What follows belongs to an exercise in optimizing a design on an open flow for small area, a short achievable clock period and few clock cycles; a production flow would make more cautious choices.
RTL that was checked went through simulation tests only; none was proved equivalent to the original.
Power is estimated from default activity; no workload was simulated.

== rev 12 ==
## CPU
module CPU(input  logic        clk_i, rst_i,
           output logic [63:0] imem_addr_o,
           input  logic [31:0] imem_data_i,
           output logic        dmem_we_o, dmem_re_o,
           output logic [2:0]  dmem_funct3_o,
           output logic [63:0] dmem_addr_o, dmem_wdata_o,
           input  logic [63:0] dmem_rdata_i,
           output logic        wb_we_o,
           output logic [4:0]  wb_rd_o,
           output logic [63:0] wb_data_o);
clock: 16.0 ns
lec_check: 0
cap_margin: 40
core_margin: 2
core_utilization: 40
cts_cluster_diameter: 100
cts_cluster_size: 28
slew_margin: 60
standard.sh (not shown) runs the stock make flow with config.mk's settings and CLKGATE_MAP_FILE= SYNTH_SCRIPT=/design/flow/synth_recipe.tcl, a recipe that flattens the netlist after the stock synthesis.
==> flow/flow/run.sh <==
#!/bin/bash
# The standard synthesis, then the standard layout (standard.sh) with these changes:
#  - the delay cells (clkdlybuf4s*, dlygate*, dlymetal*) are kept out of the layout steps,
#    so the port buffers and the resizer's buffers are plain buffers;
#  - the resizer's timing repair (after CTS and after global routing) works to a setup
#    margin, so that paths end well inside the clock period (the SDC is the standard flow's, unchanged).
set -euo pipefail
PLATFORM_DONT_USE="sky130_fd_sc_hd__probe_p_8 sky130_fd_sc_hd__probec_p_8 sky130_fd_sc_hd__lpflow_bleeder_1 sky130_fd_sc_hd__lpflow_clkbufkapwr_1 sky130_fd_sc_hd__lpflow_clkbufkapwr_16 sky130_fd_sc_hd__lpflow_clkbufkapwr_2 sky130_fd_sc_hd__lpflow_clkbufkapwr_4 sky130_fd_sc_hd__lpflow_clkbufkapwr_8 sky130_fd_sc_hd__lpflow_clkinvkapwr_1 sky130_fd_sc_hd__lpflow_clkinvkapwr_16 sky130_fd_sc_hd__lpflow_clkinvkapwr_2 sky130_fd_sc_hd__lpflow_clkinvkapwr_4 sky130_fd_sc_hd__lpflow_clkinvkapwr_8 sky130_fd_sc_hd__lpflow_decapkapwr_12 sky130_fd_sc_hd__lpflow_decapkapwr_3 sky130_fd_sc_hd__lpflow_decapkapwr_4 sky130_fd_sc_hd__lpflow_decapkapwr_6 sky130_fd_sc_hd__lpflow_decapkapwr_8 sky130_fd_sc_hd__lpflow_inputiso0n_1 sky130_fd_sc_hd__lpflow_inputiso0p_1 sky130_fd_sc_hd__lpflow_inputiso1n_1 sky130_fd_sc_hd__lpflow_inputiso1p_1 sky130_fd_sc_hd__lpflow_inputisolatch_1 sky130_fd_sc_hd__lpflow_isobufsrc_1 sky130_fd_sc_hd__lpflow_isobufsrc_16 sky130_fd_sc_hd__lpflow_isobufsrc_2 sky130_fd_sc_hd__lpflow_isobufsrc_4 sky130_fd_sc_hd__lpflow_isobufsrc_8 sky130_fd_sc_hd__lpflow_isobufsrckapwr_16 sky130_fd_sc_hd__lpflow_lsbuf_lh_hl_isowell_tap_1 sky130_fd_sc_hd__lpflow_lsbuf_lh_hl_isowell_tap_2 sky130_fd_sc_hd__lpflow_lsbuf_lh_hl_isowell_tap_4 sky130_fd_sc_hd__lpflow_lsbuf_lh_isowell_4 sky130_fd_sc_hd__lpflow_lsbuf_lh_isowell_tap_1 sky130_fd_sc_hd__lpflow_lsbuf_lh_isowell_tap_2 sky130_fd_sc_hd__lpflow_lsbuf_lh_isowell_tap_4"
EXTRA_DONT_USE="sky130_fd_sc_hd__clkdlybuf4s* sky130_fd_sc_hd__dlygate* sky130_fd_sc_hd__dlymetal*"
MARGIN=$(cat flow/margin.txt)
bash standard.sh synth > synth.log 2>&1
bash standard.sh "DONT_USE_CELLS=$PLATFORM_DONT_USE $EXTRA_DONT_USE" "SETUP_SLACK_MARGIN=$MARGIN" finish > layout.log 2>&1
==> flow/flow/margin.txt <==
11
Inputs modified between rev 12 and rev 13:
--- a/flow/design.v
+++ b/flow/design.v
@@ -3322,20 +3322,21 @@
            output logic [63:0] dmem_addr_o, dmem_wdata_o,
            input  logic [63:0] dmem_rdata_i,
            output logic        wb_we_o,
            output logic [4:0]  wb_rd_o,
            output logic [63:0] wb_data_o);
     logic [13:2]  pc_lo;
     logic [63:14] pc_hi;
     logic [1:0]   pc_adj;         
     logic         d_v;
     logic [31:0]  d_ins;
+    logic [31:1]  d_rs1oh, d_rs2oh;
     logic         d_pred;
     logic [13:2]  d_alt_lo;
     logic [1:0]   d_alt_adj;
     logic         e_v;
     logic [63:0]  e_a, e_sd;
     logic [11:0]  e_imm;
     logic         e_fa_m, e_fa_w, e_fa_r, e_fs_m, e_fs_w, e_fs_r, e_fb_m, e_fb_w, e_fb_r, e_fb_i;
     logic         e_sub, e_and, e_or, e_mul;
     logic         e_ld, e_st, e_br, e_wr;
     logic [4:0]   e_rd;
@@ -3355,43 +3356,43 @@
     logic [31:1]  w_oh;
     logic [63:0]  w_data;
     logic [63:0]  w_out;          
     logic [31:0] ins;
     assign ins = imem_data_i;
     assign imem_addr_o = {pc_hi, pc_lo, 2'b00};
     logic        f_immok, f_isbr, f_same, f_pred, f_busy, f_hold;
     logic [13:2] f_off;           
     logic [14:2] f_seq, f_tgt;    
     logic [1:0]  f_seq_adj, f_tgt_adj;
-    logic [31:1] d_rs1oh, d_rs2oh;
+    logic [31:1] f_rs1oh, f_rs2oh;
     assign f_busy  = pc_adj != 2'b00;
     assign f_hold  = (d_v && d_ins[6:2] == 5'b11000) || (e_v && e_br);
     assign f_immok = ins[1:0] == 2'b11;
     assign f_isbr  = ins[6:2] == 5'b11000;
     assign f_off   = f_immok ? {ins[31], ins[7], ins[30:25], ins[11:8]} : 12'b0;
     assign f_same  = ins[19:15] == ins[24:20];
     always_comb begin
         if (f_same)
             f_pred = (ins[14:12] == 3'b000) || (ins[14:12] == 3'b101) || (ins[14:12] == 3'b111);
         else
             f_pred = (f_off[13] || ins[14:12] == 3'b001 || ins[14:12] == 3'b101 || ins[14:12] == 3'b111)
                      && ins[14:13] != 2'b01;
         f_pred = f_pred && f_isbr && !(f_off == 12'd1);
     end
     assign f_seq     = {1'b0, pc_lo} + 13'd1;
     assign f_seq_adj = {1'b0, f_seq[14]};
     assign f_tgt     = {1'b0, pc_lo} + {1'b0, f_off};
     assign f_tgt_adj = f_off[13] ? {~f_tgt[14], 1'b0} : {1'b0, f_tgt[14]};
     always_comb begin
         for (int i = 1; i < 32; i++) begin
-            d_rs1oh[i] = d_ins[19:15] == i[4:0];
-            d_rs2oh[i] = d_ins[24:20] == i[4:0];
+            f_rs1oh[i] = ins[19:15] == i[4:0];
+            f_rs2oh[i] = ins[24:20] == i[4:0];
         end
     end
     logic [4:0]  d_op, d_rs1, d_rs2, d_rd;
     logic [2:0]  d_f3;
     logic [6:0]  d_f7;
     logic        d_immok, d_r, d_i, d_ld, d_st, d_br, d_alu, d_mul, d_wr, d_use1, d_use2, d_useimm;
     logic [11:0] d_imm;
     logic [63:0] d_rf1, d_rf2, d_v1, d_v2, d_op2;
     logic [31:0] d_one, d_two, d_neg;
     logic        d_byp1, d_byp2;
@@ -3493,20 +3494,22 @@
         end else if (!stall) begin
             pc_lo  <= f_pred ? f_tgt[13:2] : f_seq[13:2];
             pc_adj <= f_pred ? f_tgt_adj : f_seq_adj;
         end
         if (rst_i || x_redir)
             d_v <= 1'b0;
         else if (!stall)
             d_v <= !f_busy;
         if (!stall) begin
             d_ins     <= ins;
+            d_rs1oh   <= f_rs1oh;
+            d_rs2oh   <= f_rs2oh;
             d_pred    <= f_pred;
             d_alt_lo  <= f_pred ? f_seq[13:2] : f_tgt[13:2];
             d_alt_adj <= f_pred ? f_seq_adj : f_tgt_adj;
         end
         e_v    <= !rst_i && !x_redir && d_v && !stall;
         e_a    <= d_v1;
         e_sd   <= d_v2;
         e_imm  <= d_imm;
         e_fa_m <= d_fa_m;
         e_fa_w <= d_fa_w;
Findings:
Relative to rev 12, the final cell area reported for rev 13 is higher.
Diff rev 12 -> rev 13: routed length on met3 shrank by 12 mm, global-route wire length before repair went up 1.4%, worst hold slack barely changed, sequential share of layout area rose 0.65 points.
Diff rev 12 -> rev 13: placed instance area now sits higher, die area went up 1.2%, total power higher, achievable frequency went up.
A commonest non-fill, non-tap cell in the layout of a22oi_1 is what rev 12 shows, while edfxtp_1 belongs to rev 13.
Via count | rev 13 above rev 12
Testbench counts of rev 13, summed over its fixed seeds: cycles 45,344.
For rev 12, only the layout was checked, not whether the RTL still works.

[re-timing with driven ports]
Ports are ideal in the flow. The routed layouts listed here were re-timed in OpenROAD.
Step 1 assumes that a clkbuf_16 drives the clock port and a buf_2 every other input.
Step 2, shift: input delay + t, output delay - t, t = (earliest + latest rising clock arrival at the registers) / 2. This alone moves slack from input paths to output paths.
Slacks: ideal / step 1 / step 2; pairs: ideal / step 1.
| run | t (ns) | setup WS [ns] | slew at the worst register clock pin (ns) | worst slew at a driven data input, ns |
|---|---|---|---|---|
| rev 12 | 1.127 | 10.896 / 10.766 / 10.141 | 0.12 / 0.12 | 0.13 |
| rev 13 | 1.092 | 10.956 / 10.896 / 9.951 | 0.12 / 0.12 | 0.08 |
After both steps every run listed still meets setup and hold. For rev 13, which loses most, drivers alone change the setup slack by -0.060 ns; drivers and shift together by -1.005 ns.
